This is an optimization exercise on Yosys and OpenROAD, whose aim is small area, not a production implementation.
Only simulation tests tie the RTL to the original design; equivalence was not proved.
Power and IR drop assume default switching activity.

run 1:
## TopLevel
module TopLevel (
    input  logic        clk, rst, interrupt,
    output logic [31:0] imem_addr,
    input  logic [31:0] imem_rdata,
    output logic [31:0] dmem_addr,
    output logic [31:0] dmem_wdata,
    output logic [3:0]  dmem_wmask,
    output logic        dmem_we,
    input  logic [31:0] dmem_rdata);
Size in the first run: ~2500 cells after synthesis, ~170 I/O pins.
make LEC_CHECK=0 CAP_MARGIN=20 CORE_MARGIN=2 CORE_UTILIZATION=60 CTS_BUF_LIST=sky130_fd_sc_hd__clkbuf_4 CTS_CLUSTER_DIAMETER=40 CTS_CLUSTER_SIZE=8 SLEW_MARGIN=20 finish   # period 20.0 ns
run.sh (not shown) runs the stock make flow with config.mk's settings and CLKGATE_MAP_FILE= SYNTH_SCRIPT=/design/flow/synth_recipe.tcl, a recipe that flattens the netlist after the stock synthesis.
## Diff of input files: run 2 against run 1
==> flow/flow/run.sh (new file) <==
#!/bin/bash
# The standard layout, with the smallest buffer on every port.
set -euo pipefail
bash standard.sh BUFFER_PORTS_ARGS="-buffer_cell sky130_fd_sc_hd__buf_1" finish > standard.log 2>&1
==> flow/standard.sh (new file) <==
#!/bin/bash
# synth_recipe.tcl (not shown) runs the flow's synth.tcl, then flattens the netlist and writes it again
# the make line also repeats each setting of config.mk as NAME=value (left out here)
make -C /OpenROAD-flow-scripts/flow DESIGN_CONFIG=/design/flow/config.mk WORK_HOME=/design/flow/orfs CLKGATE_MAP_FILE= SYNTH_SCRIPT=/design/flow/synth_recipe.tcl "${@:-finish}"
removed: flow/run.sh
==> summary.txt <==
In summary, run 2 completed successfully, with a layout that passed the timing, design-rule and antenna checks.
Detailed-placement wirelength estimate delta (run 2 − run 1): favourable
In run 2 relative to run 1, aggregate routed wire length had gone down by a few percent.
Of run 1 and run 2, run 1 shows the lower number of inserted diodes, with run 2 above it.
Edits applied to the flow inputs when going from run 2 to run 3:
Settings: CTS_CLUSTER_SIZE changed from 8 to 20; CTS_CLUSTER_DIAMETER changed from 40 to 50; CTS_BUF_LIST changed from sky130_fd_sc_hd__clkbuf_4 to sky130_fd_sc_hd__clkbuf_8.
==> flow/run.sh (new file) <==
#!/bin/bash
# synth_recipe.tcl (not shown) runs the flow's synth.tcl, then flattens the netlist and writes it again
# the make line also repeats each setting of config.mk as NAME=value (left out here)
make -C /OpenROAD-flow-scripts/flow DESIGN_CONFIG=/design/flow/config.mk WORK_HOME=/design/flow/orfs CLKGATE_MAP_FILE= SYNTH_SCRIPT=/design/flow/synth_recipe.tcl finish
removed: flow/flow/run.sh
removed: flow/standard.sh
### Flow results
- Run 3: PASS, flow complete, no timing, DRC or antenna violations
- Fmax is lower on run 3
- Run 2 → run 3: global-route track usage on met1 shows an increase of 1.1 points; via count shows a reduction of 305; minimum setup slack among reg-to-reg paths shows a reduction of 0.44 ns; fraction of power spent switching nets shows an increase of 0.27 points.
- The final period demand of the worst path of run 3 is higher than that of run 2.
- The lower cell area after layout of run 2 and run 3 is in run 2.
- Maximum clock skew at final layout (lower): run 3
- Taking run 2 as the reference, in run 3 portion of the clock cycle consumed by the worst path in the final layout went up, sequential share of cell area moved down, total power up 1.0%.


TopLevel, a different RTL version from the one above (not shown whole).
Size: about 2,600 cells after synthesis, ~170 I/O pins.
export LEC_CHECK = 0
export CAP_MARGIN = 5
export CORE_MARGIN = 2
export CORE_UTILIZATION = 60
export SLEW_MARGIN = 5
create_clock -name core_clock -period 20.0 [get_ports {clk}]
standard.sh (not shown) runs the stock make flow with config.mk's settings and CLKGATE_MAP_FILE= SYNTH_SCRIPT=/design/flow/synth_recipe.tcl, a recipe that flattens the netlist after the stock synthesis.
==> flow/flow/run.sh <==
#!/bin/bash
# The standard layout, with two changes:
#  - after the standard synthesis, its combinational logic is mapped again by
#    ABC for area; flip-flops keep their instances, names and cell types;
#  - every port gets the smallest buffer.
# Each tool's output goes to a log file of its own in this folder.
set -euo pipefail
RES="$PWD/orfs/results/$FLOW_PLATFORM/TopLevel/base"
BP="BUFFER_PORTS_ARGS=-buffer_cell sky130_fd_sc_hd__buf_1"
YOSYS="${FLOW_HOME}/../tools/install/yosys/bin/yosys"
command -v yosys >/dev/null 2>&1 && YOSYS="$(command -v yosys)"
LIB="${FLOW_HOME}/platforms/${FLOW_PLATFORM}/lib/sky130_fd_sc_hd__tt_025C_1v80.lib"

# standard synthesis
bash standard.sh "$BP" "$RES/1_2_yosys.v" > standard_synth.log 2>&1
cp "$RES/1_2_yosys.v" "$RES/1_2_yosys_std.v"

# area remap of the combinational cells
DU=""
for c in $(cat flow/dont_use.txt); do DU="$DU -dont_use $c"; done
cat > remap.ys <<EOT
read_liberty -ignore_miss_func $LIB
delete sky130_fd_sc_hd__*df* sky130_fd_sc_hd__*dl* sky130_fd_sc_hd__conb_*
write_verilog -noattr remap_models.v
design -reset
read_liberty -lib $LIB
read_verilog -sv $RES/1_2_yosys_std.v
hierarchy -top $FLOW_TOP
techmap -map remap_models.v
techmap
rename -hide w:*.*
opt -fast -purge
abc -liberty $LIB $DU -script $PWD/flow/area.abc
opt_clean -purge
hilomap -singleton -hicell sky130_fd_sc_hd__conb_1 HI -locell sky130_fd_sc_hd__conb_1 LO
rename -hide w:*.*
splitnets
opt_clean -purge
insbuf -buf sky130_fd_sc_hd__buf_4 A X
check -assert
stat -liberty $LIB
write_verilog -noattr -nohex -nodec $RES/1_2_yosys.v
EOT
"$YOSYS" -s remap.ys > remap.log 2>&1

# the rest of the standard flow
CTS="CTS_ARGS=-sink_clustering_enable -repair_clock_nets -sink_clustering_size 30 -sink_clustering_max_diameter 60 -buf_list sky130_fd_sc_hd__clkbuf_16 -dont_use_dummy_load"
bash standard.sh "$BP" "$CTS" finish > standard.log 2>&1
==> flow/flow/area.abc <==
strash
dc2
dch -f
amap
strash
dc2
dch -f
amap
topo
Other scripts of this flow, unchanged in this note and not shown: flow/flow/dont_use.txt
The starting point produced a clean layout.
Next try:
- CAP_MARGIN: 5 -> 20
- CTS_BUF_LIST: not set -> sky130_fd_sc_hd__clkbuf_4
- CTS_CLUSTER_DIAMETER: not set -> 40
- CTS_CLUSTER_SIZE: not set -> 8
- SLEW_MARGIN: 5 -> 20
Wire length stays the same.
Worst hold slack does not change.
Clock skew stays the same.
Non-clock buffer count is unchanged.
Next try:
--- a/flow/flow/run.sh
+++ b/flow/flow/run.sh
@@ -46,3 +46,2 @@
 # the rest of the standard flow
-CTS="CTS_ARGS=-sink_clustering_enable -repair_clock_nets -sink_clustering_size 30 -sink_clustering_max_diameter 60 -buf_list sky130_fd_sc_hd__clkbuf_16 -dont_use_dummy_load"
-bash standard.sh "$BP" "$CTS" finish > standard.log 2>&1
+bash standard.sh "$BP" finish > standard.log 2>&1
==> flow/flow/area.abc (replaced) <==
strash
dch -f
map -a
topo
- CTS_BUF_LIST: sky130_fd_sc_hd__clkbuf_4 -> sky130_fd_sc_hd__clkbuf_16
- CTS_CLUSTER_DIAMETER: 40 -> 60
- CTS_CLUSTER_SIZE: 8 -> 30
What happened:
- power is higher by a few percent
- critical path depth went up by 11
- final cell count came out higher by a few percent
- cell area grows slightly
- synthesized cell count is higher by a little under a tenth
- global-route usage increases by 0.48 points
Next try:
--- a/flow/flow/run.sh
+++ b/flow/flow/run.sh
@@ -46,2 +46,3 @@
 # the rest of the standard flow
-bash standard.sh "$BP" finish > standard.log 2>&1
+CTS="CTS_ARGS=-sink_clustering_enable -repair_clock_nets -sink_clustering_size 30 -sink_clustering_max_diameter 60 -buf_list sky130_fd_sc_hd__clkbuf_16 -tree_buf sky130_fd_sc_hd__clkbuf_4 -dont_use_dummy_load"
+bash standard.sh "$BP" "$CTS" finish > standard.log 2>&1
- CTS_BUF_LIST: sky130_fd_sc_hd__clkbuf_16 -> sky130_fd_sc_hd__clkbuf_4
- CTS_CLUSTER_DIAMETER: 60 -> 40
- CTS_CLUSTER_SIZE: 30 -> 8
What happened: The changed run finished with timing, DRC and antenna clean. Final area is lower by 0.91%. Worst setup slack is about the same. Clock skew is higher by 46 ps. Worst hold slack loses 35 ps. Non-clock buffer count stays the same. Register-to-register slack gains 110 ps. Combinational power barely changes.
Next try:
--- a/flow/flow/run.sh
+++ b/flow/flow/run.sh
@@ -46,3 +46,2 @@
 # the rest of the standard flow
-CTS="CTS_ARGS=-sink_clustering_enable -repair_clock_nets -sink_clustering_size 30 -sink_clustering_max_diameter 60 -buf_list sky130_fd_sc_hd__clkbuf_16 -tree_buf sky130_fd_sc_hd__clkbuf_4 -dont_use_dummy_load"
-bash standard.sh "$BP" "$CTS" finish > standard.log 2>&1
+bash standard.sh "$BP" finish > standard.log 2>&1
- CTS_BUF_LIST: sky130_fd_sc_hd__clkbuf_4 -> sky130_fd_sc_hd__clkbuf_8
- CTS_CLUSTER_SIZE: 8 -> 20
- final area goes up by a few percent
- global-route usage increases by 0.19 points
- critical path depth goes down by 1
- worst hold slack is better by 36 ps
Next try:
--- a/flow/flow/run.sh
+++ b/flow/flow/run.sh
@@ -46,2 +46,3 @@
 # the rest of the standard flow
-bash standard.sh "$BP" finish > standard.log 2>&1
+CTS="CTS_ARGS=-sink_clustering_enable -repair_clock_nets -sink_clustering_size 30 -sink_clustering_max_diameter 60 -buf_list sky130_fd_sc_hd__clkbuf_16 -dont_use_dummy_load"
+bash standard.sh "$BP" "$CTS" finish > standard.log 2>&1
==> flow/flow/area.abc (replaced) <==
strash
dc2
dch -f
amap
strash
dc2
dch -f
amap
topo
- CTS_BUF_LIST: sky130_fd_sc_hd__clkbuf_8 -> not set
- CTS_CLUSTER_DIAMETER: 40 -> not set
- CTS_CLUSTER_SIZE: 20 -> not set
- GPL_TIMING_DRIVEN: not set -> 0
Effect: The new run finished with timing, DRC and antenna clean; cell count went down by a little under a tenth; routed wire length went down by a few percent; core utilization went down by 1.2 points; area after synthesis went down slightly; hold slack got worse by 5.4 ps; synthesized cell count went down by a little under a tenth; die area went down slightly; power went down by roughly a tenth; setup slack got worse by 1600 ps; count of clock-buffer cells in the layout went down by 59; fmax went down by a little under a tenth.

-- what the ideal ports hide --
In the flow no input, the clock included, has a driving cell. The finished layouts below were timed again as built, in two steps. Step 1, drivers: a clkbuf_16 drives clk and a buf_2 each remaining input, both assumed. Step 2 times the ports against the registers' clock, not the clock port: input delays grow and output delays shrink by t, the midpoint of the rising clock arrivals with the driver on. Slacks: ideal / step 1 / step 2; pairs: ideal / step 1.
run | shift t [ns] | slack for setup (ns) | worst hold slack (ns) | worst register clock-pin slew, ns | cell pins on the clock port's net
run 1 | 1.028 | 2.560 / 2.545 / 1.516 | 0.283 / 0.283 / 0.283 | 0.10 / 0.10 | 1
run 2 | 1.066 | 3.233 / 3.219 / 2.153 | 0.285 / 0.285 / 0.285 | 0.10 / 0.10 | 1
run 3 | 0.748 | 2.164 / 2.148 / 1.400 | 0.284 / 0.284 / 0.284 | 0.12 / 0.12 | 1
the first run of note 2 | 0.651 | 1.512 / 1.469 / 0.818 | 0.244 / 0.244 / 0.244 | 0.11 / 0.11 | 1
the second run of note 2 | 0.651 | 1.512 / 1.469 / 0.818 | 0.244 / 0.244 / 0.244 | 0.11 / 0.11 | 1
the third run of note 2 | 0.691 | 2.430 / 2.398 / 1.708 | 0.298 / 0.298 / 0.298 | 0.11 / 0.11 | 1
the fourth run of note 2 | 0.660 | 2.430 / 2.405 / 1.745 | 0.263 / 0.263 / 0.263 | 0.11 / 0.11 | 1
the fifth run of note 2 | 0.780 | 2.603 / 2.561 / 1.781 | 0.299 / 0.299 / 0.299 | 0.11 / 0.11 | 1
the sixth run of note 2 | 0.649 | 0.959 / 0.985 / 0.336 | 0.293 / 0.293 / 0.293 | 0.11 / 0.11 | 1
After both steps every run listed still meets setup and hold. The setup slack of run 2, which loses most, moves by -0.014 ns with the drivers and by -1.080 ns with both steps.
